Context: an optimization exercise on an open-source flow, tuned for small area, a short achievable clock period and few clock cycles per item. The choices shown serve that exercise and are no tape-out recipe. In this exercise RTL edits were held to simulation tests only and were not proved equivalent to the original. Power and IR drop assume default switching activity.

==> design/flow/design.v <==
module non_rest #(parameter n=16, s=16) (output wire [s-1:0] QUOTIENT, REMAINDER, output wire done,
    input wire [n-1:0] x, y, input wire clk, reset, start);
    reg [15:0] Q, R, M;    
    reg [3:0]  cnt;        
    reg        fin;
    assign QUOTIENT  = Q;
    assign REMAINDER = R;
    assign done      = fin;
    wire        busy = |cnt;
    wire [16:0] T    = {R, Q[15]};
    wire [17:0] D    = {1'b0, T} - {2'b0, M};
    wire        qb   = ~D[17];
    wire y_le1 = ~|y[15:1];
    wire q0    = y_le1 & (~y[0] | x[15]);
    wire r0    = x[15] & ~(y_le1 & y[0]);
    wire c8 = |y[15:8];
    wire c4 = |y[15:4];
    always @(posedge clk, posedge reset)
        if (reset) begin
            cnt <= 4'd0; fin <= 1'b0;
        end else if (start) begin
            if (c8) begin cnt <= 4'd8; fin <= 1'b0; end
            else if (c4) begin cnt <= 4'd12; fin <= 1'b0; end
            else begin cnt <= 4'd15; fin <= 1'b0; end
        end else if (busy) begin
            cnt <= cnt - 4'd1;
            if (cnt == 4'd1) fin <= 1'b1;
        end
    always @(posedge clk)
        if (start) begin
            M <= y;
            if (c8) begin R <= {8'd0, x[15:8]}; Q <= {x[7:0], 8'd0}; end
            else if (c4) begin R <= {12'd0, x[15:12]}; Q <= {x[11:0], 4'd0}; end
            else begin R <= {15'd0, r0}; Q <= {x[14:0], q0}; end
        end else if (busy) begin
            R <= qb ? D[15:0] : T[15:0];
            Q <= {Q[14:0], qb};
        end
endmodule
==> design/flow/flow/run.sh <==
#!/bin/bash
# Standard layout, with the port buffers made from buf_1 cells instead of the
# default choice; the resizer still upsizes any of them that timing needs.
set -euo pipefail
bash standard.sh "BUFFER_PORTS_ARGS=-buffer_cell sky130_fd_sc_hd__buf_1" finish > orfs_make.log 2>&1
==> design/flow/standard.sh <==
#!/bin/bash
# synth_recipe.tcl (not shown) runs the flow's synth.tcl, then flattens the netlist and writes it again
# the make line also repeats each setting of config.mk as NAME=value (left out here)
make -C /OpenROAD-flow-scripts/flow DESIGN_CONFIG=/design/flow/config.mk WORK_HOME=/design/flow/orfs CLKGATE_MAP_FILE= SYNTH_SCRIPT=/design/flow/synth_recipe.tcl "${@:-finish}"
==> design/flow/config.mk <==
export PLATFORM = sky130hd
export DESIGN_NAME = non_rest
export DESIGN_NICKNAME = non_rest
export VERILOG_FILES = /design/flow/design.v
export SDC_FILE = /design/flow/constraint.sdc
export NUM_CORES = 4
export LEC_CHECK = 0
export CAP_MARGIN = 20
export CORE_MARGIN = 2
export CORE_UTILIZATION = 40
export SETUP_SLACK_MARGIN = 3.5
export SLEW_MARGIN = 20
==> design/flow/constraint.sdc <==
create_clock -name core_clock -period 6.0 [get_ports {clk}]
set_input_delay 1.2000 -clock core_clock [delete_from_list [all_inputs] [get_ports {clk}]]
set_output_delay 1.2000 -clock core_clock [all_outputs]
set_load 0.01 [all_outputs]
==> qor.yml, run 1 <==
logic_synthesis:
  avgSynthCellArea_um2: 10.1
  synth_cells: 335
  synth_fa_ha_area_share_pct: 7.59
  synthMuxAreaShare_pct: 6.78
  synth-compound-area-share_pct: 17.9
  ys_ff_latch: 53
  yosysWarningCount: 1
  synth_xor_area_share_pct: 2.58
  synth.distinct_cells: 47
  synth_area_um2: 3390
  synth_top_family_by_area: "compound AO/OA/AOI/OAI gates"
  synthSimpleGateAreaFrac_pct: 13.9
  synth.yosys.seq_area_share_pct: 46.1
  syn_nets: 390
hold_path:
  hold_class: "reg -> reg"
worst_setup_path:
  critPathLaunchType: "flop"
  slowest_stage: "edfxtp_1"
  worstPathRequired_ps: 6110
  cp_top_family: "simple AND/OR/NAND/NOR gates"
  crit_fanout: 13
  worstPathArrival_ps: 2600
  cp_cell_sequence: "ha_4, nand2_1, o21a_1, or4_4, and3_4, o41ai_2"
  cp_num_buf_inv: 0
  crit_type: "reg -> reg"
  critPathMaxStageDelay_ps: 500
  crit_path_end_kind: "flop"
floorplan:
  core_area_um2: 8220
  die_w_um: 96.1
  initial_core_util_pct: 41.3
  die_y_um: 96.1
  ios: 68
  rows: 33
  die_area_um2: 9240
finish:
  final-seq-area_um2: 1570
  drive_above_1_share_pct: 11.6
  final_util_pct: 48.1
  diodes: 0
  layout.nets: 452
  nFillCells: 792
  multi_input_area_um2: 1790
  syn2layout_area_growth_pct: 16.4
placement:
  place_ws_ps: 2700
  hpwl_um: 6030
  port_buffers: 67
  gp_congestion: 0.880
clock_tree:
  clock-sinks: 53
  numCtsBuffers: 5
  post-cts-setup-buffers: 0
  cts_tree: "yes"
  cts-root-buf: "clkbuf_8"
  clock_latency_ps: 310
  cts_buffer_depth: 2
  htree_levels: 2
  cts.hold.buffers_added: 0
  path_clk_slew_ps: 100
timing:
  maxSlewViolCount: 0
  setup_viol: 0
  period_share_pct: 41.6
  worst_slack_ps: 3500
  fin_setup_tns_ps: 0
  rsz0062_at_grt: "true"
  hold_ws_ps: 519
  maxClockFrequency_mhz: 400
  relSlewSlack_pct: 29.7
  fin_crit_ps: 2500
  final_hold_viol_count: 0
  clock_skew_ps: 8.31
  worst-slew-pin-transition_ps: 1050
global_route:
  antenna_found_initial: 0
  grt_pass1_wl_um: 13300
  grt_use_total_pct: 18.8
  grt_start_max_net_pins: 47
  grt_remaining_overflow: 0
  grt_pass1_vias: 2641
route:
  drt_iter0_drc: 140
  drtPass1Iterations: 4
  routed_wl_um: 8510
  vias: 2819
  viasPerCell: 5.60
  final_antenna_net_count: 0
  drc: 0
  wl_per_cell_um: 16.9
power_and_ir_drop:
  ir_drop_mv: 0.167
  p_leak_nw: 1.47
  power_w: 0.00163
  power.density_nw_per_um2: 413
job:
  maxCapViolCount: 0
status:
  status: "complete, no violations"
-- cells by family after synthesis --
family,count (synthesis)
fa+ha+maj,20
mux,22
buf+inv,41
compound gates,93
simple gates,96
xor+xnor,10
flops,53
-- cell usage after synthesis, drive strengths merged --
master	instances	area (um^2)
edfxtp	48	1440
nand2	43	161
a21oi	29	153
inv	25	93.8
o21ai	22	110
ha	19	238
mux2i	14	140
nor2	11	41.3
nand3	10	62.6
xnor2	10	87.6
buf	9	48.8
a211oi	8	60.1
mux2	8	90.1
nand2b	8	50.1
clkbuf	7	30.0
nor3	7	35.0
o2bb2ai	7	61.3
a31oi	6	37.5
dfrtp	5	125
nand4	4	25.0
nor3b	4	30.0
nor4	4	25.0
o211ai	4	30.0
o21a	4	30.0
a21o	2	15.0
a311oi	2	17.5
and3	2	17.5
o22ai	2	12.5
o41ai	2	32.5
a21boi	1	7.51
a32o	1	10.0
a41oi	1	16.3
and2	1	6.26
fa	1	20.0
nor2b	1	6.26
o21bai	1	7.51
o31ai	1	7.51
or4	1	11.3
-- cells in the final DEF (no fill, tap or decap), types with 3 or more instances in the layout --
cell / n
nand2_1: 41
o211ai_1: 4
nor3_1: 7
o2bb2ai_1: 7
nor3b_1: 4
a21oi_2: 4
dfrtp_1: 5
inv_1: 24
clkbuf_8: 5
a211oi_1: 8
o21ai_0: 18
ha_4: 3
mux2i_1: 14
o21ai_1: 3
a31oi_1: 6
nand3_1: 9
ha_2: 5
nor2_1: 11
ha_1: 11
nand4_1: 4
nand2b_1: 8
o21a_1: 4
xnor2_1: 10
edfxtp_1: 48
a21oi_1: 25
buf_1: 66
mux2_2: 8
-- final timing paths --
kind | startpoint | end | slack [ps] | cells past startpoint
worst max-delay path | R[7] | R[12] | 3500 | 6
worst min-delay path | fin | fin | 520 | 2
worst max register to register | R[7] | R[12] | 3500 | 6
worst min register to register | fin | fin | 520 | 2
max in group asynchronous | reset | cnt[1] | 5100 | 2
min in group asynchronous | reset | fin | 730 | 2
-- layout make-up --
class / count / share of cell area (%)
Tap cell: 105 / 3.32
Clock buffer: 5 / 1.74
Sequential cell: 53 / 39.6
Timing Repair Buffer: 69 / 6.87
Inverter: 25 / 2.37
Multi-Input combinational cell: 243 / 45.4
Clock inverter: 3 / 0.665
-- through the flow --
stage / cells / cell area (um^2)
finish: 503 / 3950
global route: 503 / 3950
CTS: 502 / 3910
detailed placement: 493 / 3720
global placement: 493 / 3720
floorplan: 335 / 3400
-- repair_timing --
| item | CTS | global route |
|---|---|---|
| endpoints found under the hold margin | 0 | 0 |
| resized for setup | 14 | 12 |
| gates cloned | 1 | 1 |
| endpoints found under the setup margin | 61 | 50 |
| pin swaps | 1 | 2 |
-- layer usage --
metal / wire, um / share of wire, % / global-route usage [%] / vias to the layer above
li1: - / - / - / 1367
met1: 3970 / 47 / 27.3 / 1364
met2: 4040 / 47 / 29.8 / 79
met3: 433 / 5.1 / 3.05 / 9
met4: 64 / 0.75 / 3.45 / 0
met5: 0 / 0 / 0 / -
-- worst reg2reg max path: cells and delay by family (launching register included) --
family / cells / cell delay [ps]
DFF: 1 / 500
and+or+nand+nor: 3 / 810
AOI/OAI and AO/OA: 2 / 630
adders and majority gates: 1 / 350
-- registers in the layout, summed over array words and instances (netlist names) --
signal	cells
M	16
Q	16
R	16
cnt	4
fin	1
-- report_power, final --
group          switching [W]  leakage (nW)  internal (W)
registers          0.0000896         0.576      0.000533
clock network       0.000132        0.0423     0.0000852
logic               0.000469         0.852      0.000322
total               0.000692          1.47      0.000940
Testbench counts, summed over its fixed seeds: cycles 19,649, divisions 1,600.
==> run 2: changes to the inputs <==
--- a/design/flow/config.mk
+++ b/design/flow/config.mk
@@ -5,6 +5,7 @@
 export SDC_FILE = /design/flow/constraint.sdc
 export NUM_CORES = 4
 export LEC_CHECK = 0
+export ABC_AREA = 1
 export CAP_MARGIN = 20
 export CORE_MARGIN = 2
 export CORE_UTILIZATION = 40
==> run 2 against run 1 <==
Still clean. Maximum frequency rose by 6.8%. Via count rose by 21%. Sequential share of layout area fell by 3.1 points. First-iteration DRC count fell by 4.3%. Worst setup slack improved by 160 ps. Non-clock buffer count rose by 9. Largest power group unchanged. Critical endpoint is now R[2]. Clock skew fell by 1.3 ps. Count of clock-buffer cells in the layout did not move. Clock power fell by 6%. Sequential cell count did not move.
==> qor.yml, run 2 <==
status:
  status: "complete, no violations"
route:
  vias: 3407  # +21%
  viasPerCell: 5.09  # -9.3%
  drc: 0  # unchanged
  drt_iter0_drc: 134  # -4.3%
  final_antenna_net_count: 0  # unchanged
  wl_per_cell_um: 14.3  # -16%
  drtPass1Iterations: 5  # +1
  routed_wl_um: 9580  # +13%
timing:
  fin_setup_tns_ps: 0  # unchanged
  relSlewSlack_pct: 66.4  # +37 points
  fin_crit_ps: 2340  # -160 ps
  setup_viol: 0  # unchanged
  final_hold_viol_count: 0  # unchanged
  period_share_pct: 39.0  # -2.7 points
  worst-slew-pin-transition_ps: 504  # -549 ps
  rsz0062_at_grt: "false"
  clock_skew_ps: 7.04  # -1.27 ps
  maxClockFrequency_mhz: 428  # +6.8%
  worst_slack_ps: 3660  # +160 ps
  maxSlewViolCount: 0  # unchanged
placement:
  hpwl_um: 7510  # +25%
  gp_congestion: 0.823  # -6.5%
  place_ws_ps: 2680  # -22.7 ps
  port_buffers: 67  # unchanged
power_and_ir_drop:
  ir_drop_mv: 0.131  # -22%
  p_leak_nw: 2.06  # +40%
  power.density_nw_per_um2: 401  # -2.9%
global_route:
  grt_remaining_overflow: 0  # unchanged
  grt_start_max_net_pins: 40  # -15%
  grt_pass1_vias: 3266  # +24%
  grt_use_total_pct: 19.2  # +0.42 points
  grt_pass1_wl_um: 15400  # +16%
  antenna_found_initial: 0  # unchanged
clock_tree:
  clock-sinks: 53  # unchanged
  cts_tree: "yes"
  clock_latency_ps: 300  # about the same
  path_clk_slew_ps: 100  # about the same
  cts_buffer_depth: 2  # unchanged
  htree_levels: 2  # unchanged
  numCtsBuffers: 5  # unchanged
  cts-root-buf: "clkbuf_8"
logic_synthesis:
  yosys.area.top_type: "edfxtp_1"
  synth_area_leaders: "edfxtp_1 39%, nand2_1 13%, inv_1 8.3%"
  syn_nets: 538  # +38%
  synth_cells: 483  # +44%
  synth_top_area_share_pct: 38.5  # -3.9 points
  yosys_most_used_dff: "edfxtp_1"
  synth-edff-count: 48  # unchanged
  ys_ff_latch: 53  # unchanged
  yosysMostFrequentCell: "nand2_1"
  yosysWarningCount: 1  # unchanged
  synth_area_um2: 3740  # +10%
  synth_commonest_cells: "127 x nand2_1, 83 x inv_1, 48 x edfxtp_1, 43 x nor2_1, 34 x nand3_1"
  avgSynthCellArea_um2: 7.75  # -24%
  synth.yosys.seq_area_share_pct: 41.9  # -4.3 points
  synth.distinct_cells: 33  # -30%
  async_reset_ff_share_pct: 9.43  # unchanged
finish:
  top_regs: "M x16, Q x16, R x16"
  drive_above_1_share_pct: 9.66  # -1.9 points
  diodes: 0  # unchanged
  final_util_pct: 46.8  # -1.3 points
  layout.nets: 613  # +36%
  syn2layout_area_growth_pct: 14.5
  mostFrequentLayoutCell: "nand2_1"
  layout_common_cells: "125 x nand2_1, 81 x inv_1, 66 x buf_1"
worst_setup_path:
  critPathLaunchType: "primary input"
  crit_type: "in -> reg"
  crit_fanout: 8  # -5
  worstPathRequired_ps: 6060  # -50 ps
  reg2reg_slack_ps: 3680  # +180 ps
  crit_path_end_kind: "flop"
  worstPathArrival_ps: 2400  # -200 ps
floorplan:
  rows: 35  # +6.1%
  die_y_um: 101  # +4.8%
  die_area_um2: 10100  # +9.8%
  ios: 68  # unchanged
  initial_core_util_pct: 40.9  # -0.44 points
  die_w_um: 101  # +4.8%
  core_area_um2: 9150  # +11%
hold_path:
  hold_class: "reg -> reg"
job:
  maxCapViolCount: 0  # unchanged
[run 2: changes by cell type in the layout (fill, tap and decap cells not counted), sizes merged, moves of 8 or more]
cell    previous run  this run
nand2             44       137
inv               26        84
nor2              11        48
nand3             11        44
mux2i             14         0
buf               68        78
a211oi             8         0
mux2               8         0
nand2b             8         0
o21ai             22        30
[run 2: through the flow]
| step | cells | hold WS, ps | instance area [um^2] | power [W] |
|---|---|---|---|---|
| 5_1_grt | 670 | 585 | 4280 | 0.00187 |
| 3_3_place_gp | 652 | 509 | 4080 | 0.00147 |
| 6_report | 670 | 536 | 4280 | 0.00172 |
| 3_5_place_dp | 652 | 528 | 4080 | 0.00148 |
| 2_1_floorplan | 483 | 548 | 3750 | 0.00127 |
| 4_1_cts | 660 | 544 | 4180 | 0.00169 |
[run 2: final cells by class]
| class | count | area, um^2 |
|---|---|---|
| clock inverters | 3 | 21.3 |
| multi-input cells | 336 | 1820 |
| fillers | 936 | 4870 |
| clock buffers | 5 | 68.8 |
| well taps | 111 | 139 |
| repair buffers | 78 | 342 |
| flip-flops and latches | 53 | 1570 |
| inverters | 84 | 322 |
[run 2: logic make-up (layout without fill, tap and decap cells)]
family / Yosys count / after routing / synth area share [%]
and+or+nand+nor: 245 / 245 / 30.1
AOI/OAI and AO/OA: 64 / 64 / 9.26
buffers and inverters: 94 / 170 / 10.3
adders and majority gates: 20 / 20 / 6.89
DFF: 53 / 53 / 41.9
xor gates and xnor gates: 7 / 7 / 1.64
[run 2: path summary, 6_finish.rpt]
kind	from	endpoint	cells after the start
min	fin	fin	2
max reg2reg	R[4]	R[8]	10
min reg2reg	fin	fin	2
max	y[15]	R[2]	9
max in group asynchronous	reset	cnt[2]	2
min in group asynchronous	reset	fin	2
[run 2: power by group]
part | leakage [nW] | internal, W | switching (W)
combinational | 1.44 | 0.000339 | 0.000582
sequential | 0.577 | 0.000519 | 0.0000742
clock | 0.0445 | 0.0000831 | 0.000121
[run 2: critical path, stage by stage]
cell	delay, ps
buf_1	90
nor2_1	130
nand2_1	100
nor2_4	220
nand2_2	170
inv_1	180
nor2_1	110
o211ai_1	130
nand2_1	70
[run 2: timing repair]
action                     4_1_cts  5_1_grt
hold buffers                     0        0
pin swaps                        0        2
setup endpoints to repair       58       17
resized for setup                4        8
buffers inserted                 0       10
[run 2: routing by layer]
layer	wire length (um)	track usage, %	part of all wire, %	vias up
li1	-	-	-	1715
met1	4270	24.5	45	1612
met2	4780	33.5	50	68
met3	340	2.22	3.6	12
met4	187	6.95	2.0	0
met5	0	0	0	-
==> run 3: changes to the inputs <==
--- a/design/flow/config.mk
+++ b/design/flow/config.mk
@@ -5,9 +5,9 @@
 export SDC_FILE = /design/flow/constraint.sdc
 export NUM_CORES = 4
 export LEC_CHECK = 0
-export ABC_AREA = 1
 export CAP_MARGIN = 20
 export CORE_MARGIN = 2
 export CORE_UTILIZATION = 40
+export PLACE_DENSITY = 0.8
 export SETUP_SLACK_MARGIN = 3.5
 export SLEW_MARGIN = 20
==> run 3 against run 2 <==
Highest routed layer unchanged. Register-to-register slack got worse by 150 ps. Cell area fell by 4.8%. Clock power rose by 4%. First-iteration DRC count rose by 87%. Worst setup slack got worse by 130 ps. Cell count fell by 24%. Count of clock-buffer cells in the layout did not move.
==> qor.yml, run 3 <==
status:
  status: "complete, no violations"
global_route:
  grt_use_total_pct: 18.8  # -0.42 points
  grt_pass1_vias: 2720  # -17%
  antenna_found_initial: 0  # unchanged
  grt_pass1_wl_um: 13500  # -12%
  grt_start_max_net_pins: 47  # +18%
  grt_remaining_overflow: 0  # unchanged
finish:
  nFillCells: 768  # -18%
  drive_above_1_share_pct: 13.6  # +4.0 points
  syn2layout_area_growth_pct: 20.2
  layout_common_cells: "66 x buf_1, 48 x edfxtp_1, 41 x nand2_1"
  design_area_um2: 4080  # -4.8%
  diodes: 0  # unchanged
  mostFrequentLayoutCell: "buf_1"
  layout.nets: 458  # -25%
  top_regs: "M x16, Q x16, R x16"
floorplan:
  die_area_um2: 9240  # -8.9%
  die_y_um: 96.1  # -4.6%
  core_area_um2: 8220  # -10%
  initial_core_util_pct: 41.3  # +0.44 points
  rows: 33  # -5.7%
  ios: 68  # unchanged
  die_w_um: 96.1  # -4.6%
placement:
  port_buffers: 67  # unchanged
  gp_congestion: 0.915  # +11%
  place_area_um2: 3720  # -8.7%
  hpwl_um: 6140  # -18%
  place_ws_ps: 2750  # +73.1 ps
logic_synthesis:
  ys_ff_latch: 53  # unchanged
  synth_commonest_cells: "48 x edfxtp_1, 43 x nand2_1, 27 x a21oi_1, 24 x inv_1, 21 x o21ai_0"
  yosysMostFrequentCell: "edfxtp_1"
  synth.yosys.seq_area_share_pct: 46.1  # +4.3 points
  synth_area_um2: 3390  # -9.3%
  yosys.area.top_type: "edfxtp_1"
  synth_top_area_share_pct: 42.5  # +3.9 points
  yosysWarningCount: 1  # unchanged
  syn_nets: 390  # -28%
  yosys_most_used_dff: "edfxtp_1"
  synth-edff-count: 48  # unchanged
  synth.distinct_cells: 47  # +42%
  avgSynthCellArea_um2: 10.1  # +31%
  async_reset_ff_share_pct: 9.43  # unchanged
  synth_area_leaders: "edfxtp_1 42%, ha_1 7.0%, nand2_1 4.8%"
  synth_cells: 335  # -31%
timing:
  clock_skew_ps: 12.4  # +5.39 ps
  worst-slew-pin-transition_ps: 1080  # +578 ps
  period_share_pct: 41.1  # +2.2 points
  setup_viol: 0  # unchanged
  relSlewSlack_pct: 27.7  # -39 points
  rsz0062_at_grt: "true"
  maxClockFrequency_mhz: 405  # -5.2%
  worst_slack_ps: 3530  # -129 ps
  fin_setup_tns_ps: 0  # unchanged
  fin_crit_ps: 2470  # +129 ps
  maxSlewViolCount: 0  # unchanged
  final_hold_viol_count: 0  # unchanged
worst_setup_path:
  worstPathArrival_ps: 2590  # +190 ps
  critPathLaunchType: "flop"
  reg2regPathDepth: 6  # -4
  crit_type: "reg -> reg"
  slowest_stage: "or4_4"
  crit_fanout: 6  # -2
  worstPathRequired_ps: 6130  # +70 ps
  critPathMaxStageDelay_ps: 510  # +290 ps
  crit_path_end_kind: "flop"
  cp_cell_sequence: "ha_4, a21oi_2, o21a_1, or4_4, and3_2, o41ai_2"
clock_tree:
  clock-sinks: 53  # unchanged
  htree_levels: 2  # unchanged
  numCtsBuffers: 5  # unchanged
  cts-root-buf: "clkbuf_8"
  cts_tree: "yes"
  cts.hold.buffers_added: 0  # unchanged
  cts_buffer_depth: 2  # unchanged
  path_clk_slew_ps: 110  # about the same
  clock_latency_ps: 310  # about the same
route:
  viasPerCell: 5.78  # +14%
  drt_iter0_drc: 250  # +87%
  wl_per_cell_um: 17.2  # +21%
  drc: 0  # unchanged
  vias: 2944  # -14%
  drtPass1Iterations: 5  # unchanged
  final_antenna_net_count: 0  # unchanged
  routed_wl_um: 8780  # -8.3%
hold_path:
  worstHoldPathCells: 2  # unchanged
  hold_class: "reg -> reg"
power_and_ir_drop:
  power_w: 0.00169  # -1.3%
  p_leak_nw: 1.51  # -27%
  ir_drop_mv: 0.144  # +10%
  power.density_nw_per_um2: 416  # +3.6%
job:
  maxCapViolCount: 0  # unchanged
==> run 3: cell count changes in the layout (fill, tap and decap cells not counted), sizes merged, moves of 8 or more <==
| cell | previous run | this run |
|---|---|---|
| nand2 | 137 | 44 |
| inv | 84 | 26 |
| nor2 | 48 | 11 |
| nand3 | 44 | 12 |
| mux2i | 0 | 14 |
| a211oi | 0 | 8 |
| mux2 | 0 | 8 |
| nand2b | 0 | 8 |
| o21ai | 30 | 22 |
==> run 3: worst paths after layout <==
check	from	to	slack, ps
worst max-delay path	R[5]	R[13]	3530
worst min-delay path	fin	fin	510
worst max register to register	R[5]	R[13]	3530
worst min register to register	fin	fin	510
max in group asynchronous	reset	cnt[1]	5090
min in group asynchronous	reset	fin	740
==> run 3: what timing repair did <==
item | CTS | global route
setup endpoints to repair | 60 | 55
setup buffers | 1 | 3
resized for setup | 7 | 31
pin swaps | 2 | 5
gates cloned | 1 | 3
==> run 3: power by group <==
group / switching, W / internal, W / total, W
registers: 0.0000962 / 0.000534 / 0.000630
clock network: 0.000127 / 0.0000845 / 0.000212
logic: 0.000496 / 0.000358 / 0.000854
total: 0.000719 / 0.000976 / 0.00169
==> run 3: cell type report <==
class                   instances  area, um^2  area share, %
multi-input cells             245        1890           46.3
flip-flops and latches         53        1570           38.4
repair buffers                 73         305           7.48
well taps                     105         131           3.22
inverters                      25        93.8           2.30
clock buffers                   5        68.8           1.69
clock inverters                 3        25.0          0.613
==> run 3: metrics by stage <==
| step | hold slack [ps] | util [%] | std cells |
|---|---|---|---|
| detailed placement | 493 | 45.3 | 493 |
| global placement | 487 | 45.3 | 493 |
| CTS | 518 | 47.2 | 503 |
| finish | 510 | 49.6 | 509 |
| floorplan | 489 | - | 335 |
| global route | 540 | 49.6 | 509 |
==> run 3: cell families (layout without fill, tap and decap cells) <==
kind of cell	Yosys count	count (layout)	synth area share, %
simple gates	96	100	13.9
compound gates	93	93	17.9
flops	53	53	46.1
buf+inv	41	106	5.09
mux	22	22	6.78
fa+ha+maj	20	20	7.59
xor+xnor	10	10	2.58
==> run 3: critical path, delay by kind of cell, from the launching register on <==
kind | cells | cell delay (ps)
simple gates | 2 | 790
flops | 1 | 490
fa+ha+maj | 1 | 360
compound gates | 3 | 650
==> run 3: per-layer routing <==
layer  part of all wire (%)  vias up  track usage, %  routed length [um]
met2                     49      126            30.3                4260
met4                    1.8        0            6.55                 159
li1                       -     1380               -                   -
met1                     42     1421            25.6                3660
met5                      0        -               0                   0
met3                    7.9       17            2.98                 696
==> run 4: changes to the inputs <==
--- a/design/flow/design.v
+++ b/design/flow/design.v
@@ -28,7 +28,6 @@
         end
     always @(posedge clk)
         if (start) begin
-            M <= y;
             if (c8) begin R <= {8'd0, x[15:8]}; Q <= {x[7:0], 8'd0}; end
             else if (c4) begin R <= {12'd0, x[15:12]}; Q <= {x[11:0], 4'd0}; end
             else begin R <= {15'd0, r0}; Q <= {x[14:0], q0}; end
@@ -36,4 +35,6 @@
             R <= qb ? D[15:0] : T[15:0];
             Q <= {Q[14:0], qb};
         end
+    always @(posedge clk)
+        if (!busy) M <= y;
 endmodule
--- a/design/flow/config.mk
+++ b/design/flow/config.mk
@@ -8,6 +8,5 @@
 export CAP_MARGIN = 20
 export CORE_MARGIN = 2
 export CORE_UTILIZATION = 40
-export PLACE_DENSITY = 0.8
 export SETUP_SLACK_MARGIN = 3.5
 export SLEW_MARGIN = 20
==> run 4 against run 3 <==
Largest cell class unchanged. Total power up 14%. Combinational power up 25%. Non-clock buffer count up 13. Via count down 2.6%. Cell area up 1.9%. Critical path type unchanged. Worst hold slack better by 37 ps. Register-to-register slack better by 20 ps.
==> qor.yml, run 4 <==
status:
  status: "complete, no violations"
power_and_ir_drop:
  p_leak_nw: 1.57  # +3.9%
  seq_power_share_pct: 33.6  # -3.6 points
  switching_share_pct: 42.3  # -0.076 points
  clkPwrFrac_pct: 10.7  # -1.8 points
  power.density_nw_per_um2: 464  # +12%
  p_sw_w: 0.000816  # +13%
  power_frac_comb_pct: 55.7  # +5.3 points
  ir_drop_mv: 0.137  # -5.4%
  power.internal_w: 0.00111  # +14%
global_route:
  grt_use_total_pct: 17.8  # -1.0 points
  antenna_found_initial: 0  # unchanged
  grt_pass1_vias: 2518  # -7.4%
  grt_pass1_wl_um: 12500  # -7.4%
  grt_remaining_overflow: 0  # unchanged
  grt_start_max_net_pins: 34  # -28%
timing:
  worst-slew-pin-transition_ps: 576  # -506 ps
  maxSlewViolCount: 0  # unchanged
  rsz0062_at_grt: "false"
  worst_slack_ps: 3560  # +24.5 ps
  final_hold_viol_count: 0  # unchanged
  period_share_pct: 40.7  # -0.41 points
  setup_viol: 0  # unchanged
  clock_skew_ps: 8.35  # -4.08 ps
  fin_crit_ps: 2440  # -24.5 ps
  relSlewSlack_pct: 61.6  # +34 points
  fin_setup_tns_ps: 0  # unchanged
  maxClockFrequency_mhz: 409  # +1.0%
finish:
  layout.nets: 463  # +1.1%
  layout_common_cells: "67 x buf_1, 48 x edfxtp_1, 41 x nand2_1"
  final-seq-area_um2: 1570  # unchanged
  diodes: 0  # unchanged
  top_regs: "M x16, Q x16, R x16"
  mostFrequentLayoutCell: "buf_1"
  nFillCells: 770  # +0.26%
  drive_above_1_share_pct: 17.6  # +4.0 points
  multi_input_area_um2: 1860  # -1.7%
  syn2layout_area_growth_pct: 24.0
floorplan:
  die_w_um: 95.5  # -0.60%
  die_y_um: 95.5  # -0.60%
  die_area_um2: 9130  # -1.2%
  initial_core_util_pct: 41.0  # -0.31 points
  core_area_um2: 8180  # -0.50%
  ios: 68  # unchanged
  rows: 33  # unchanged
logic_synthesis:
  synth-edff-count: 48  # unchanged
  yosysMostFrequentCell: "edfxtp_1"
  synth.distinct_cells: 49  # +4.3%
  avgSynthCellArea_um2: 10.3  # +1.5%
  synth_cells: 326  # -2.7%
  yosys.area.top_type: "edfxtp_1"
  synth_commonest_cells: "48 x edfxtp_1, 43 x nand2_1, 24 x inv_1, 23 x a21oi_1, 19 x ha_1"
  synth_area_um2: 3350  # -1.3%
  ys_ff_latch: 53  # unchanged
  yosysWarningCount: 1  # unchanged
  synth_top_area_share_pct: 43.0  # +0.54 points
  synth_area_leaders: "edfxtp_1 43%, ha_1 7.1%, nand2_1 4.8%"
  yosys_most_used_dff: "edfxtp_1"
  async_reset_ff_share_pct: 9.43  # unchanged
  syn_nets: 381  # -2.3%
  synth.yosys.seq_area_share_pct: 46.7  # +0.59 points
worst_setup_path:
  crit_path_end_kind: "flop"
  worstPathRequired_ps: 6060  # -70 ps
  slowest_stage: "edfxtp_1"
  critPathLaunchType: "flop"
  worstPathArrival_ps: 2500  # -90 ps
  critPathLaunch: "R[1]"
  reg2reg_slack_ps: 3560  # +20 ps
  cp.depth: 9  # +3
  crit_fanout: 3  # -3
  reg2regPathDepth: 9  # +3
  cp_cell_sequence: "ha_4, buf_12, nor2b_2, o2111ai_2, a21oi_2, o31a_1, or3_1, nand3_1, a21oi_1"
  cp_num_buf_inv: 1  # +1
  crit_type: "reg -> reg"
  r2r_start: "R[1]"
  cp_top_family: "compound AO/OA/AOI/OAI gates"
  r2r-end: "R[12]"
  critPathMaxStageDelay_ps: 470  # -40 ps
route:
  routed_wl_um: 8770  # -0.14%
  viasPerCell: 5.58  # -3.6%
  final_antenna_net_count: 0  # unchanged
  drc: 0  # unchanged
  vias: 2867  # -2.6%
  drt_iter0_drc: 175  # -30%
  wl_per_cell_um: 17.1  # -1.1%
  drtPass1Iterations: 5  # unchanged
clock_tree:
  numCtsBuffers: 5  # unchanged
  cts.hold.buffers_added: 0  # unchanged
  cts-root-buf: "clkbuf_8"
  clock_latency_ps: 310  # about the same
  cts_tree: "yes"
  cts_buffer_depth: 2  # unchanged
  path_clk_slew_ps: 100  # about the same
  clock-sinks: 53  # unchanged
  htree_levels: 2  # unchanged
hold_path:
  holdPathEnd: "fin"
  worstHoldPathCells: 2  # unchanged
  hold_class: "reg -> reg"
  hold_start: "fin"
placement:
  place_ws_ps: 2790  # +36.6 ps
  hpwl_um: 5710  # -7.0%
  port_buffers: 67  # unchanged
  gp_congestion: 0.815  # -11%
job:
  maxCapViolCount: 0  # unchanged
-- run 4: changes by cell type after synthesis, moves of 3 or more --
cell      before  now
clkbuf_2       3    0
a21oi_1       27   23
xor2_1         0    4
a211oi_1       8    5
o21ai_0       21   18
clkbuf_1       4    9
nand2b_1       8    4
buf_1          4    0
o211ai_1       4    0
a21o_1         2    6
-- run 4: kinds of logic (layout without fill, tap and decap cells) --
kind of cell	count (synthesis)	after routing	share of synthesized area (%)
AND/OR/NAND/NOR	95	96	13.5
XOR/XNOR	12	12	3.14
flip-flops	53	53	46.7
AO/OA/AOI/OAI	86	87	17.3
multiplexers	22	22	6.87
adder cells (fa/ha/maj)	20	20	7.69
buffers and inverters	38	119	4.70
-- run 4: worst max-delay path by stage --
stage / to / slack [ps]
2_1_floorplan: Q[14] / 3470
3_5_place_dp: Q[15] / 2790
3_3_place_gp: Q[11] / 2810
4_1_cts: R[15] / 3510
6_report: R[12] / 3560
5_1_grt: R[12] / 3490
-- run 4: what timing repair did --
action | 4_1_cts | 5_1_grt
gates cloned | 1 | 2
pin swaps | 1 | 13
buffers inserted | 0 | 16
setup endpoints to repair | 64 | 64
gates resized for setup | 9 | 29
-- run 4: layout make-up --
class,instances,share of cell area (%)
Multi-Input combinational cell,237,44.7
Sequential cell,53,37.7
Timing Repair Buffer,86,10.1
Tap cell,105,3.16
Inverter,24,2.26
Clock buffer,6,1.75
Clock inverter,2,0.241
Timing Repair inverter,1,0.181
-- run 4: power groups by stage --
stage               logic (W)  clock network [W]  registers, W
floorplan            0.000629                  0      0.000665
global placement     0.000847                  0      0.000654
detailed placement   0.000851                  0      0.000652
CTS                  0.000875           0.000208      0.000644
global route          0.00118           0.000220      0.000662
finish                0.00107           0.000205      0.000648
-- run 4: per-stage QoR --
| stage | instance area, um^2 | cells | utilization (%) | total power, W | hold slack [ps] |
|---|---|---|---|---|---|
| after CTS | 3830 | 495 | 46.9 | 0.00173 | 557 |
| after detailed placement | 3710 | 486 | 45.4 | 0.00150 | 534 |
| after floorplan | 3390 | 326 | - | 0.00129 | 535 |
| final | 4160 | 514 | 50.8 | 0.00193 | 548 |
| after global routing | 4160 | 514 | 50.8 | 0.00206 | 588 |
| after global placement | 3710 | 486 | 45.4 | 0.00150 | 538 |
-- run 4: routing by layer --
metal	routed length, um	share of wire (%)	global-route usage (%)
met1	3820	44	25.7
met2	4290	49	27.7
met3	575	6.6	2.77
met4	88	1.0	4.76
met5	0	0	0
-- run 4: tightest hold or removal path: cells and delay by family, from the launching register on --
kind          cells  cell delay [ps]
flops             1              360
simple gates      2              140
Testbench counts of run 4, summed over its fixed seeds: cycles 19,649, divisions 1,600.
==> run 5: changes to the inputs <==
--- a/design/flow/config.mk
+++ b/design/flow/config.mk
@@ -7,6 +7,6 @@
 export LEC_CHECK = 0
 export CAP_MARGIN = 20
 export CORE_MARGIN = 2
-export CORE_UTILIZATION = 40
+export CORE_UTILIZATION = 50
 export SETUP_SLACK_MARGIN = 3.5
 export SLEW_MARGIN = 20
==> run 5 against run 4 <==
First-iteration DRC count decreased by 14%. Clock power about the same. Critical path depth decreased by 1. Global-route usage increased by 4.1 points. Routed wire length decreased by 8.7%. Clock skew increased by 2.1 ps. Critical endpoint is now R[13]. Largest cell class unchanged.
==> qor.yml, run 5 <==
route:
  final_antenna_net_count: 0  # unchanged
  wl_per_cell_um: 16.9  # -0.96%
  wl_met1_um: 3790  # -0.79%
  drc: 0  # unchanged
  wl_met3_um: 312  # -46%
  wl_met2_um: 3800  # -11%
  drt_iter0_drc: 151  # -14%
  drtPass1Iterations: 6  # +1
  viasPerCell: 5.81  # +4.2%
  highest_layer: "met4"
  routed_wl_um: 8010  # -8.7%
  vias: 2756  # -3.9%
clock_tree:
  htree_levels: 2  # unchanged
  clock_latency_ps: 310  # about the same
  clock-sinks: 53  # unchanged
  numCtsBuffers: 5  # unchanged
  path_clk_slew_ps: 100  # about the same
  cts-root-buf: "clkbuf_8"
  cts_tree: "yes"
  cts.hold.buffers_added: 0  # unchanged
  cts_buffer_depth: 2  # unchanged
worst_setup_path:
  cp_top_family: "simple AND/OR/NAND/NOR gates"
  crit_top_cell: "nand2_2"
  crit_path_end_kind: "flop"
  crit_fanout: 12  # +9
  cp_num_buf_inv: 0  # -1
  cp_cell_sequence: "ha_2, nand2_2, a2111oi_4, nor2_1, nand2_2, a21oi_4, or3b_1, a21oi_2"
  worstPathRequired_ps: 6170  # +110 ps
  critPathLaunchType: "flop"
  critPathMaxStageDelay_ps: 450  # -20 ps
  worstPathArrival_ps: 2590  # +90 ps
  crit_type: "reg -> reg"
  slowest_stage: "edfxtp_1"
timing:
  fin_crit_ps: 2420  # -24.9 ps
  worst_slack_ps: 3580  # +24.9 ps
  rsz0062_at_grt: "true"
  relSlewSlack_pct: 72.4  # +11 points
  worst-slew-pin-transition_ps: 412  # -164 ps
  setup_viol: 0  # unchanged
  clock_skew_ps: 10.5  # +2.13 ps
  fin_setup_tns_ps: 0  # unchanged
  maxSlewViolCount: 0  # unchanged
  final_hold_viol_count: 0  # unchanged
  period_share_pct: 40.3  # -0.42 points
  maxClockFrequency_mhz: 414  # +1.0%
logic_synthesis:
  yosysMostFrequentCell: "edfxtp_1"
  ys_ff_latch: 53  # unchanged
  synth_area_leaders: "edfxtp_1 43%, ha_1 7.1%, nand2_1 4.8%"
  synth.yosys.seq_area_share_pct: 46.7  # unchanged
  synth_area_um2: 3350  # unchanged
  avgSynthCellArea_um2: 10.3  # unchanged
  synth-edff-count: 48  # unchanged
  synth_top_area_share_pct: 43.0  # unchanged
  syn_nets: 381  # unchanged
  async_reset_ff_share_pct: 9.43  # unchanged
  synth.distinct_cells: 49  # unchanged
  synth_commonest_cells: "48 x edfxtp_1, 43 x nand2_1, 24 x inv_1, 23 x a21oi_1, 19 x ha_1"
  yosys.area.top_type: "edfxtp_1"
  yosysWarningCount: 1  # unchanged
  synth_cells: 326  # unchanged
  yosys_most_used_dff: "edfxtp_1"
job:
  maxCapViolCount: 0  # unchanged
hold_path:
  hold_class: "reg -> reg"
global_route:
  antenna_found_initial: 0  # unchanged
  grt_use_total_pct: 21.9  # +4.1 points
  grt_remaining_overflow: 0  # unchanged
  grt_pass1_vias: 2589  # +2.8%
  grt_pass1_wl_um: 12700  # +1.9%
  grt_start_max_net_pins: 34  # unchanged
finish:
  layout_common_cells: "67 x buf_1, 48 x edfxtp_1, 41 x nand2_1"
  layout.nets: 451  # -2.6%
  top_regs: "M x16, Q x16, R x16"
  drive_above_1_share_pct: 13.6  # -4.0 points
  final_cells: 474  # -7.8%
  syn2layout_area_growth_pct: 18.1
  diodes: 0  # unchanged
  mostFrequentLayoutCell: "buf_1"
floorplan:
  die_y_um: 85.9  # -10%
  die_w_um: 85.9  # -10%
  initial_core_util_pct: 52.2  # +11 points
  core_area_um2: 6420  # -21%
  die_area_um2: 7370  # -19%
  ios: 68  # unchanged
  rows: 29  # -12%
placement:
  dp.cells: 459  # -5.6%
  place_ws_ps: 2770  # -16.8 ps
  port_buffers: 67  # unchanged
  hpwl_um: 5630  # -1.4%
  gp_congestion: 0.796  # -2.4%
power_and_ir_drop:
  ir_drop_mv: 0.197  # +44%
  p_leak_nw: 1.50  # -4.7%
  power.density_nw_per_um2: 452  # -2.6%
status:
  status: "complete, no violations"
## run 5: cell counts after synthesis
Identical to the previous run, type by type.
## run 5: worst register-to-register path: stages, from the launching register on
cell	delay, ps
edfxtp_1	450
ha_2	430
nand2_2	80
a2111oi_4	350
nor2_1	120
nand2_2	140
a21oi_4	120
or3b_1	430
a21oi_2	160
## run 5: path summary, 6_finish.rpt
check | from | to | slack, ps | cells past startpoint
setup reg to reg | R[3] | R[13] | 3580 | 8
hold / removal | fin | fin | 510 | 2
min in group asynchronous | reset | fin | 750 | 2
hold reg to reg | fin | fin | 510 | 2
setup / recovery | R[3] | R[13] | 3580 | 8
max in group asynchronous | reset | cnt[3] | 5080 | 2
## run 5: what timing repair did
action,in CTS,in global routing
pin swaps,1,1
setup endpoints to repair,64,27
gates cloned,2,0
resized for setup,13,17
setup buffers,0,5
## run 5: kinds of logic after synthesis
kind of cell	count (synthesis)	share of synthesized area, %
flip-flops	53	46.7
buffers and inverters	38	4.70
AO/OA/AOI/OAI	86	17.3
AND/OR/NAND/NOR	95	13.5
adder cells (fa/ha/maj)	20	7.69
XOR/XNOR	12	3.14
multiplexers	22	6.87
## run 5: cell type report
type                            count  area, um^2
Clock buffer                        6        72.6
Clock inverter                      2        10.0
Tap cell                           77        96.3
Sequential cell                    53        1570
Timing Repair Buffer               75         315
Inverter                           24        93.8
Timing Repair inverter              1        5.00
Fill cell                         602        2460
Multi-Input combinational cell    236        1800
## run 5: routing by layer
layer	GRT usage [%]	vias to the layer above
met5	0	-
li1	-	1346
met1	31.9	1327
met3	2.98	9
met2	34.3	74
met4	5.92	0
## run 5: power by group
group	total (W)	switching, W	internal (W)
combinational	0.000940	0.000545	0.000394
clock	0.000204	0.000123	0.0000815
sequential	0.000644	0.0000883	0.000555
total	0.00179	0.000756	0.00103
## run 5: stage by stage
stage          power [W]  util (%)  instance area, um^2  hold WS (ps)
2_1_floorplan    0.00129         -                 3390           535
3_3_place_gp     0.00150      57.4                 3680           507
3_5_place_dp     0.00150      57.4                 3680           497
4_1_cts          0.00173      59.8                 3840           520
5_1_grt          0.00191      61.6                 3960           553
6_report         0.00179      61.6                 3960           515
==> run 6: changes to the inputs <==
--- a/design/flow/design.v
+++ b/design/flow/design.v
@@ -28,6 +28,7 @@
         end
     always @(posedge clk)
         if (start) begin
+            M <= y;
             if (c8) begin R <= {8'd0, x[15:8]}; Q <= {x[7:0], 8'd0}; end
             else if (c4) begin R <= {12'd0, x[15:12]}; Q <= {x[11:0], 4'd0}; end
             else begin R <= {15'd0, r0}; Q <= {x[14:0], q0}; end
@@ -35,6 +36,4 @@
             R <= qb ? D[15:0] : T[15:0];
             Q <= {Q[14:0], qb};
         end
-    always @(posedge clk)
-        if (!busy) M <= y;
 endmodule
--- a/design/flow/config.mk
+++ b/design/flow/config.mk
@@ -7,6 +7,6 @@
 export LEC_CHECK = 0
 export CAP_MARGIN = 20
 export CORE_MARGIN = 2
-export CORE_UTILIZATION = 50
+export CORE_UTILIZATION = 60
 export SETUP_SLACK_MARGIN = 3.5
 export SLEW_MARGIN = 20
==> run 6 against run 5 <==
Register-to-register slack about the same. Core utilization up 11 points. Synthesized area rose by 1.3%. Global-route usage rose by 4.5 points. Sequential cell count unchanged. First-iteration DRC count rose by 6.6%. Clock skew rose by 1.0 ps. Cell count increased by 0.63%. Worst setup slack worse by 11 ps. Die area shrank 15%. Via count up 1.9%. Largest cell class unchanged.
==> qor.yml, run 6 <==
clock_tree:
  cts_buffer_depth: 2  # unchanged
  htree_levels: 2  # unchanged
  clock-sinks: 53  # unchanged
  clock_latency_ps: 310  # about the same
  numCtsBuffers: 5  # unchanged
  cts.hold.buffers_added: 0  # unchanged
  path_clk_slew_ps: 100  # about the same
  cts_tree: "yes"
  cts-root-buf: "clkbuf_8"
finish:
  layout.nets: 459  # +1.8%
  final_util_pct: 72.5  # +11 points
  top_regs: "M x16, Q x16, R x16"
  layout_common_cells: "66 x buf_1, 48 x edfxtp_1, 41 x nand2_1"
  diodes: 0  # unchanged
  drive_above_1_share_pct: 13.1  # -0.52 points
  design_area_um2: 3970  # +0.25%
  syn2layout_area_growth_pct: 16.9
  mostFrequentLayoutCell: "buf_1"
timing:
  relSlewSlack_pct: 28.6  # -44 points
  final_hold_viol_count: 0  # unchanged
  fin_crit_ps: 2430  # +11.2 ps
  worst-slew-pin-transition_ps: 1070  # +656 ps
  period_share_pct: 40.5  # +0.19 points
  clock_skew_ps: 11.5  # +1.00 ps
  maxClockFrequency_mhz: 412  # -0.46%
  setup_viol: 0  # unchanged
  worst_slack_ps: 3570  # -11.2 ps
  rsz0062_at_grt: "true"
  maxSlewViolCount: 0  # unchanged
  fin_setup_tns_ps: 0  # unchanged
logic_synthesis:
  yosysWarningCount: 1  # unchanged
  synth_commonest_cells: "48 x edfxtp_1, 43 x nand2_1, 27 x a21oi_1, 24 x inv_1, 21 x o21ai_0"
  yosysMostFrequentCell: "edfxtp_1"
  synth-edff-count: 48  # unchanged
  syn_nets: 390  # +2.4%
  yosys_most_used_dff: "edfxtp_1"
  synth_area_leaders: "edfxtp_1 42%, ha_1 7.0%, nand2_1 4.8%"
  synth_cells: 335  # +2.8%
  async_reset_ff_share_pct: 9.43  # unchanged
  yosys.area.top_type: "edfxtp_1"
  synth_top_area_share_pct: 42.5  # -0.54 points
  ys_ff_latch: 53  # unchanged
  avgSynthCellArea_um2: 10.1  # -1.5%
  synth.distinct_cells: 47  # -4.1%
  synth.yosys.seq_area_share_pct: 46.1  # -0.59 points
  synth_area_um2: 3390  # +1.3%
placement:
  gp_congestion: 0.846  # +6.3%
  place_area_um2: 3680  # about the same
  port_buffers: 67  # unchanged
  hpwl_um: 5640  # about the same
  place_ws_ps: 2700  # -71.7 ps
floorplan:
  initial_core_util_pct: 62.0  # +9.8 points
  die_area_um2: 6280  # -15%
  core_area_um2: 5470  # -15%
  rows: 27  # -6.9%
  die_w_um: 79.2  # -7.8%
  ios: 68  # unchanged
  die_y_um: 79.2  # -7.8%
job:
  maxCapViolCount: 0  # unchanged
global_route:
  grt_start_max_net_pins: 47  # +38%
  grt_pass1_vias: 2643  # +2.1%
  grt_pass1_wl_um: 12900  # +1.6%
  grt_remaining_overflow: 0  # unchanged
  antenna_found_initial: 0  # unchanged
  grt_use_total_pct: 26.3  # +4.5 points
route:
  final_antenna_net_count: 0  # unchanged
  drc: 0  # unchanged
  viasPerCell: 5.89  # +1.3%
  drt_iter0_drc: 161  # +6.6%
  drtPass1Iterations: 4  # -2
  wl_per_cell_um: 17.0  # +0.82%
  vias: 2809  # +1.9%
  routed_wl_um: 8120  # +1.5%
worst_setup_path:
  worstPathArrival_ps: 2540  # -50 ps
  reg2regPathDepth: 5  # -3
  crit_fanout: 13  # +1
  critPathLaunchType: "flop"
  crit_path_end_kind: "flop"
  worstPathRequired_ps: 6110  # -60 ps
  crit_type: "reg -> reg"
hold_path:
  worstHoldPathCells: 2  # unchanged
  hold_class: "reg -> reg"
power_and_ir_drop:
  power.density_nw_per_um2: 413  # -8.5%
  ir_drop_mv: 0.238  # +21%
  p_leak_nw: 1.49  # -0.50%
status:
  status: "complete, no violations"
[run 6: worst max-delay path, cell delays in order, from the launching register on]
cell,delay (ps)
edfxtp_1,470
ha_1,440
nand3_1,140
or4_4,560
and3_4,250
o41ai_2,370
[run 6: report_power, final]
part / switching (W) / internal (W) / total (W)
Combinational: 0.000471 / 0.000338 / 0.000809
Clock: 0.000127 / 0.0000853 / 0.000213
Sequential: 0.0000861 / 0.000533 / 0.000619
Total: 0.000684 / 0.000956 / 0.00164
[run 6: final cells by class]
cell class                      count  area (um^2)
Inverter                           25         93.8
Fill cell                         445         1500
Multi-Input combinational cell    242         1790
Sequential cell                    53         1570
Tap cell                           72         90.1
Clock inverter                      3         25.0
Clock buffer                        5         68.8
Timing Repair Buffer               77          335
[run 6: what timing repair did]
action                                  in CTS  in global routing
pin swaps                                    1                  4
setup buffers                                3                  5
endpoints found under the setup margin      59                 20
gates resized for setup                      8                 21
gates cloned                                 1                  0
[run 6: cell families (layout without fill, tap and decap cells)]
family / Yosys count / after routing / share of synthesized area [%]
AOI/OAI and AO/OA: 93 / 93 / 17.9
xor gates and xnor gates: 10 / 10 / 2.58
adders and majority gates: 20 / 20 / 7.59
buffers and inverters: 41 / 110 / 5.09
DFF: 53 / 53 / 46.1
muxes: 22 / 22 / 6.78
and+or+nand+nor: 96 / 97 / 13.9
[run 6: layer usage]
layer	global-route usage, %	up-vias	wire (um)
li1	-	1375	-
met1	38.2	1328	3720
met2	42.3	99	3890
met3	3.75	7	451
met4	5.86	0	54
met5	0	-	0
[run 6: worst paths after layout]
path                       startpoint  endpoint  slack, ps
max                             R[13]     R[13]       3570
min                               fin       fin        550
max reg2reg                     R[13]     R[13]       3570
min reg2reg                       fin       fin        550
max in group asynchronous       reset    cnt[1]       5090
min in group asynchronous       reset       fin        740
[run 6: per-stage QoR]
step,hold slack (ps),total power [W],instances
after global routing,577,0.00175,477
after CTS,546,0.00158,472
after floorplan,489,0.00117,335
final,549,0.00164,477
after global placement,483,0.00135,460
after detailed placement,522,0.00136,460
Testbench counts of run 6, summed over its fixed seeds: cycles 19,649, divisions 1,600.
==> run 7: changes to the inputs <==
--- a/design/flow/config.mk
+++ b/design/flow/config.mk
@@ -7,6 +7,6 @@
 export LEC_CHECK = 0
 export CAP_MARGIN = 20
 export CORE_MARGIN = 2
-export CORE_UTILIZATION = 60
-export SETUP_SLACK_MARGIN = 3.5
+export CORE_UTILIZATION = 40
+export SETUP_SLACK_MARGIN = 3.0
 export SLEW_MARGIN = 20
==> run 7 against run 6 <==
Still clean. Worst hold slack worse by 23 ps. Cell count up 5.2%. First-iteration DRC count up 7.5%. Largest cell class unchanged. Cell area down 3.6%. Routed wire length up 1.2%.
==> qor.yml, run 7 <==
hold_path:
  holdPathEnd: "fin"
  hold_start: "fin"
  worstHoldPathCells: 2  # unchanged
  hold_class: "reg -> reg"
timing:
  fin_setup_tns_ps: 0  # unchanged
  rsz0062_at_grt: "false"
  fin_crit_ps: 2730  # +296 ps
  period_share_pct: 45.4  # +4.9 points
  maxSlewViolCount: 0  # unchanged
  final_hold_viol_count: 0  # unchanged
  clock_skew_ps: 13.4  # +1.91 ps
  maxClockFrequency_mhz: 367  # -11%
  relSlewSlack_pct: 60.0  # +31 points
  worst-slew-pin-transition_ps: 599  # -469 ps
  setup_viol: 0  # unchanged
logic_synthesis:
  async_reset_ff_share_pct: 9.43  # unchanged
  synth_fa_ha_area_share_pct: 7.59  # unchanged
  synth_top_area_share_pct: 42.5  # unchanged
  synth-edff-count: 48  # unchanged
  yosys.area.top_type: "edfxtp_1"
  synth_area_um2: 3390  # unchanged
  synthMuxAreaShare_pct: 6.78  # unchanged
  synth_area_leaders: "edfxtp_1 42%, ha_1 7.0%, nand2_1 4.8%"
  synth_xor_area_share_pct: 2.58  # unchanged
  ys_ff_latch: 53  # unchanged
  synthSimpleGateAreaFrac_pct: 13.9  # unchanged
  synth.distinct_cells: 47  # unchanged
  synth_cells: 335  # unchanged
  yosysMostFrequentCell: "edfxtp_1"
  synth.yosys.seq_area_share_pct: 46.1  # unchanged
  synth-compound-area-share_pct: 17.9  # unchanged
  syn_nets: 390  # unchanged
  avgSynthCellArea_um2: 10.1  # unchanged
  synth_top_family_by_area: "compound AO/OA/AOI/OAI gates"
  yosysWarningCount: 1  # unchanged
  synth_commonest_cells: "48 x edfxtp_1, 43 x nand2_1, 27 x a21oi_1, 24 x inv_1, 21 x o21ai_0"
  yosys_most_used_dff: "edfxtp_1"
clock_tree:
  cts-root-buf: "clkbuf_8"
  clock-sinks: 53  # unchanged
  post-cts-setup-buffers: 0  # -3
  cts_buffer_depth: 2  # unchanged
  htree_levels: 2  # unchanged
  cts_tree: "yes"
  ctsResizeCount: 0  # -8
  cts.hold.buffers_added: 0  # unchanged
  clock_latency_ps: 320  # about the same
  path_clk_slew_ps: 110  # about the same
  numCtsBuffers: 5  # unchanged
route:
  drtPass1Iterations: 4  # unchanged
  final_antenna_net_count: 0  # unchanged
  wl_met3_um: 377  # -16%
  vias: 2785  # -0.85%
  drc: 0  # unchanged
  viasPerCell: 5.55  # -5.8%
  wl_met1_um: 3970  # +6.7%
  routed_wl_um: 8220  # +1.2%
  wl_met2_um: 3800  # -2.4%
  highest_layer: "met4"
  wl_per_cell_um: 16.4  # -3.9%
  drt_iter0_drc: 173  # +7.5%
worst_setup_path:
  critPathMaxStageDelay_ps: 490  # -70 ps
  worstPathArrival_ps: 2870  # +330 ps
  worstPathRequired_ps: 6150  # +40 ps
  reg2reg_slack_ps: 3330  # -240 ps
  r2r-end: "R[12]"
  reg2regPathDepth: 9  # +4
  crit_fanout: 29  # +16
  slowest_stage: "nor4_1"
  crit_path_end_kind: "flop"
  critPathLaunchType: "primary input"
  r2r_start: "Q[15]"
  cp_cell_sequence: "buf_1, nor4_1, nand2_2, nor3b_1, a211oi_1, a311oi_1"
  crit_type: "in -> reg"
global_route:
  grt_pass1_vias: 2550  # -3.5%
  grt_remaining_overflow: 0  # unchanged
  grt_use_total_pct: 18.1  # -8.2 points
  grt_start_max_net_pins: 47  # unchanged
  antenna_found_initial: 0  # unchanged
  grt_pass1_wl_um: 12900  # -0.43%
placement:
  gp_congestion: 0.881  # +4.1%
  place_area_um2: 3730  # +1.3%
  port_buffers: 67  # unchanged
  hpwl_um: 6090  # +8.0%
floorplan:
  ios: 68  # unchanged
  core_area_um2: 8220  # +50%
  die_y_um: 96.1  # +21%
  initial_core_util_pct: 41.3  # -21 points
  die_area_um2: 9240  # +47%
  die_w_um: 96.1  # +21%
  rows: 33  # +22%
finish:
  drive_above_1_share_pct: 7.81  # -5.3 points
  layout_common_cells: "66 x buf_1, 48 x edfxtp_1, 42 x nand2_1"
  nFillCells: 822  # +85%
  syn2layout_area_growth_pct: 12.7
  final-seq-area_um2: 1570  # unchanged
  multi_input_area_um2: 1660  # -7.0%
  diodes: 0  # unchanged
  top_regs: "M x16, Q x16, R x16"
  design_area_um2: 3820  # -3.6%
  mostFrequentLayoutCell: "buf_1"
  layout.nets: 451  # -1.7%
power_and_ir_drop:
  seq_power_share_pct: 38.9  # +1.2 points
  power_frac_comb_pct: 47.3  # -2.0 points
  power.density_nw_per_um2: 414  # +0.22%
  power.internal_w: 0.000914  # -4.5%
  ir_drop_mv: 0.160  # -33%
  p_leak_nw: 1.45  # -2.5%
  clkPwrFrac_pct: 13.8  # +0.8 points
  switching_share_pct: 42.3  # +0.64 points
  p_sw_w: 0.000671  # -1.9%
job:
  maxCapViolCount: 0  # unchanged
status:
  status: "complete, no violations"
==> run 7: through the flow <==
stage / utilization [%] / hold slack, ps / setup slack (ps) / std cells / total power (W)
after global routing: 46.6 / 579 / 3070 / 502 / 0.00170
after detailed placement: 45.4 / 513 / 2730 / 494 / 0.00137
after floorplan: - / 489 / 3290 / 335 / 0.00117
after global placement: 45.4 / 495 / 2750 / 494 / 0.00136
after CTS: 46.5 / 539 / 3050 / 502 / 0.00159
final: 46.6 / 527 / 3270 / 502 / 0.00158
==> run 7: cell type report <==
class                   instances  area share, %
clock buffers                   5           1.80
flip-flops and latches         53           41.0
multi-input cells             241           43.5
well taps                     105           3.43
inverters                      25           2.45
repair buffers                 70           7.20
clock inverters                 3          0.654
==> run 7: layer usage <==
metal,track usage [%],up-vias
met4,3.93,0
met5,0,-
li1,-,1364
met1,25.6,1338
met3,2.43,6
met2,29.6,77
==> run 7: how the worst max path moves through the flow <==
stage,start,to,slack [ps]
after floorplan,y[5],Q[14],3290
after global placement,y[13],R[1],2750
after detailed placement,y[9],R[1],2730
after CTS,y[9],R[1],3050
after global routing,y[13],R[1],3070
final,y[9],R[1],3270
==> run 7: power by group through the flow <==
stage | clock (W) | combinational (W) | sequential, W
after floorplan | 0 | 0.000531 | 0.000636
after global placement | 0 | 0.000737 | 0.000627
after detailed placement | 0 | 0.000747 | 0.000627
after CTS | 0.000221 | 0.000750 | 0.000619
after global routing | 0.000232 | 0.000835 | 0.000629
final | 0.000219 | 0.000749 | 0.000617
==> run 7: cells by family after synthesis <==
group | Yosys count
and+or+nand+nor | 96
AOI/OAI and AO/OA | 93
DFF | 53
buffers and inverters | 41
muxes | 22
adders and majority gates | 20
xor gates and xnor gates | 10
==> run 7: critical path, delay by kind of cell <==
family                 cells  cell delay, ps
and+or+nand+nor            3            1240
AOI/OAI and AO/OA          2             340
buffers and inverters      1              80
==> run 8: changes to the inputs <==
--- a/design/flow/config.mk
+++ b/design/flow/config.mk
@@ -8,5 +8,5 @@
 export CAP_MARGIN = 20
 export CORE_MARGIN = 2
 export CORE_UTILIZATION = 40
-export SETUP_SLACK_MARGIN = 3.0
+export SETUP_SLACK_MARGIN = 3.8
 export SLEW_MARGIN = 20
==> run 8 against run 7 <==
Cell area is 23% higher. Largest cell class unchanged. Sequential cell count is the same. First-iteration DRC count is 41% higher. Die area unchanged.
==> qor.yml, run 8 <==
finish:
  syn2layout_area_growth_pct: 38.7
  drive_above_1_share_pct: 30.1  # +22 points
  top_regs: "M x16, Q x16, R x16"
  diodes: 0  # unchanged
  mostFrequentLayoutCell: "buf_1"
  multi_input_area_um2: 2080  # +25%
  design_area_um2: 4710  # +23%
  nFillCells: 716  # -13%
  layout_common_cells: "57 x buf_1, 48 x edfxtp_1, 39 x buf_4"
  layout.nets: 499  # +11%
  final-seq-area_um2: 1570  # unchanged
placement:
  gp_congestion: 0.891  # +1.2%
  place_area_um2: 3820  # +2.4%
  place_ws_ps: 2890  # +167 ps
  port_buffers: 67  # unchanged
  hpwl_um: 6030  # -1.0%
clock_tree:
  clock_latency_ps: 320  # about the same
  cts-root-buf: "clkbuf_8"
  cts_tree: "yes"
  path_clk_slew_ps: 110  # about the same
  htree_levels: 2  # unchanged
  cts_buffer_depth: 2  # unchanged
  cts.hold.buffers_added: 0  # unchanged
  clock-sinks: 53  # unchanged
  numCtsBuffers: 5  # unchanged
timing:
  worst_slack_ps: 3660  # +389 ps
  maxClockFrequency_mhz: 428  # +17%
  clock_skew_ps: 13.6  # +0.191 ps
  setup_viol: 0  # unchanged
  hold_ws_ps: 525  # -1.76 ps
  maxSlewViolCount: 0  # unchanged
  relSlewSlack_pct: 62.2  # +2.2 points
  period_share_pct: 38.9  # -6.5 points
  rsz0062_at_grt: "true"
  final_hold_viol_count: 0  # unchanged
  fin_setup_tns_ps: 0  # unchanged
  fin_crit_ps: 2340  # -389 ps
  worst-slew-pin-transition_ps: 564  # -34.9 ps
route:
  drt_iter0_drc: 244  # +41%
  vias: 3083  # +11%
  final_antenna_net_count: 0  # unchanged
  routed_wl_um: 9480  # +15%
  wl_per_cell_um: 17.2  # +5.3%
  drtPass1Iterations: 5  # +1
  drc: 0  # unchanged
  viasPerCell: 5.61  # +1.0%
floorplan:
  die_y_um: 96.1  # unchanged
  initial_core_util_pct: 41.3  # unchanged
  core_area_um2: 8220  # unchanged
  die_area_um2: 9240  # unchanged
  ios: 68  # unchanged
  rows: 33  # unchanged
  die_w_um: 96.1  # unchanged
status:
  status: "complete, no violations"
worst_setup_path:
  r2r-end: "R[2]"
  crit_fanout: 6  # -79%
  reg2reg_slack_ps: 3700  # +370 ps
  critPathMaxStageDelay_ps: 340  # -150 ps
  critPathLaunchType: "primary input"
  r2r_start: "R[11]"
  slowest_stage: "nor4_4"
  crit_type: "in -> reg"
  reg2regPathDepth: 7  # -2
  worstPathRequired_ps: 6080  # -70 ps
  crit_path_end_kind: "flop"
  worstPathArrival_ps: 2420  # -450 ps
  critPathLaunch: "y[6]"
  worstSetupEndpoint: "Q[8]"
  cp_cell_sequence: "buf_8, nor4_4, buf_4, mux2i_1, o21ai_0, mux2_2"
logic_synthesis:
  synth.distinct_cells: 47  # unchanged
  yosysWarningCount: 1  # unchanged
  ys_ff_latch: 53  # unchanged
  synth_cells: 335  # unchanged
  synth-edff-count: 48  # unchanged
  yosys_most_used_dff: "edfxtp_1"
  synth_area_leaders: "edfxtp_1 42%, ha_1 7.0%, nand2_1 4.8%"
  synth.yosys.seq_area_share_pct: 46.1  # unchanged
  yosys.area.top_type: "edfxtp_1"
  syn_nets: 390  # unchanged
  avgSynthCellArea_um2: 10.1  # unchanged
  yosysMostFrequentCell: "edfxtp_1"
  async_reset_ff_share_pct: 9.43  # unchanged
  synth_area_um2: 3390  # unchanged
  synth_top_area_share_pct: 42.5  # unchanged
  synth_commonest_cells: "48 x edfxtp_1, 43 x nand2_1, 27 x a21oi_1, 24 x inv_1, 21 x o21ai_0"
global_route:
  grt_use_total_pct: 20.4  # +2.3 points
  grt_start_max_net_pins: 47  # unchanged
  grt_pass1_vias: 2905  # +14%
  grt_pass1_wl_um: 14400  # +12%
  grt_remaining_overflow: 0  # unchanged
  antenna_found_initial: 0  # unchanged
hold_path:
  hold_class: "reg -> reg"
power_and_ir_drop:
  power_w: 0.00201  # +27%
  ir_drop_mv: 0.203  # +27%
  power.density_nw_per_um2: 426  # +2.9%
  p_leak_nw: 1.81  # +25%
job:
  maxCapViolCount: 0  # unchanged
[run 8: changes by cell type in the layout (fill, tap and decap cells not counted), sizes merged]
cell | previous run | this run
buf | 69 | 113
nand2 | 43 | 44
clkbuf | 6 | 9
[run 8: cells by family after synthesis]
group,count (synthesis),synth area share [%]
and+or+nand+nor,96,13.9
muxes,22,6.78
buffers and inverters,41,5.09
adders and majority gates,20,7.59
xor gates and xnor gates,10,2.58
DFF,53,46.1
AOI/OAI and AO/OA,93,17.9
[run 8: metal layers]
layer / vias to the layer above / track usage [%] / wire length [um]
li1: 1459 / - / -
met5: - / 0 / 0
met1: 1493 / 28.3 / 4220
met4: 0 / 5.95 / 202
met2: 114 / 32.9 / 4540
met3: 17 / 3.21 / 525
[run 8: layout make-up]
cell class	instances	area share, %
sequential	53	33.3
inverter	25	2.05
tap	105	2.79
multi-input combinational	242	44.2
clock inverter	3	0.532
clock buffer	5	1.46
timing repair buffer	117	15.7
[run 8: power by group]
group	internal, W	total [W]	switching [W]
Combinational	0.000571	0.00116	0.000589
Clock	0.0000847	0.000217	0.000133
Sequential	0.000533	0.000630	0.0000970
Total	0.00119	0.00201	0.000818
[run 8: critical path: cells and delay by family]
family                 cells  cell delay [ps]
AOI/OAI and AO/OA          1               80
buffers and inverters      2              330
and+or+nand+nor            1              340
muxes                      2              460
[run 8: worst min path at each step]
stage,start,end,slack (ps),cells past startpoint
after floorplan,cnt[3],cnt[3],490,2
after global routing,fin,fin,560,2
after global placement,fin,fin,500,2
after detailed placement,fin,fin,510,2
after CTS,fin,fin,530,2
final,fin,fin,520,2
[run 8: repair_timing]
item                       4_1_cts  5_1_grt
setup endpoints to repair       67       75
setup buffers                   37       10
gates cloned                     1        1
pin swaps                       21       16
resized for setup               48       57
[run 8: per-stage QoR]
| stage | std cells | utilization [%] |
|---|---|---|
| 3_5_place_dp | 493 | 46.5 |
| 5_1_grt | 550 | 57.3 |
| 2_1_floorplan | 335 | - |
| 4_1_cts | 539 | 54.3 |
| 6_report | 550 | 57.3 |
| 3_3_place_gp | 493 | 46.5 |

-- afterwards: timing with drivers on the ports --
In the flow no input, the clock included, has a driving cell. The finished layouts below were timed again as built, in two steps.
Step 1 assumes that a clkbuf_16 drives the clock port and a buf_2 every other input.
Step 2 moves the port delays by t, midway between the first and last clock arrival at a register: inputs arrive t later, outputs are due t later. That takes back most of the time a late clock gives input paths.
Three values: ideal ports, drivers, drivers and shift; two values: the first two.
run	shift t [ns]	setup slack, ns	worst hold slack (ns)	clock arrival spread, ns
run 1	0.340	3.501 / 3.501 / 3.238	0.519 / 0.519 / 0.519	0.008 / 0.008
run 2	0.330	3.661 / 3.671 / 3.341	0.536 / 0.536 / 0.536	0.007 / 0.007
run 3	0.338	3.532 / 3.532 / 3.297	0.510 / 0.510 / 0.510	0.012 / 0.013
run 4	0.343	3.557 / 3.557 / 3.283	0.548 / 0.548 / 0.548	0.008 / 0.009
run 5	0.337	3.582 / 3.582 / 3.265	0.515 / 0.515 / 0.515	0.010 / 0.011
run 6	0.335	3.570 / 3.570 / 3.304	0.549 / 0.549 / 0.549	0.011 / 0.012
run 7	0.340	3.275 / 3.285 / 2.946	0.527 / 0.527 / 0.527	0.013 / 0.013
run 8	0.339	3.664 / 3.656 / 3.317	0.525 / 0.525 / 0.525	0.013 / 0.014
After both steps setup and hold are still met in every run listed. For run 8, which loses most, drivers alone change the setup slack by -0.008 ns; drivers and shift together by -0.347 ns.
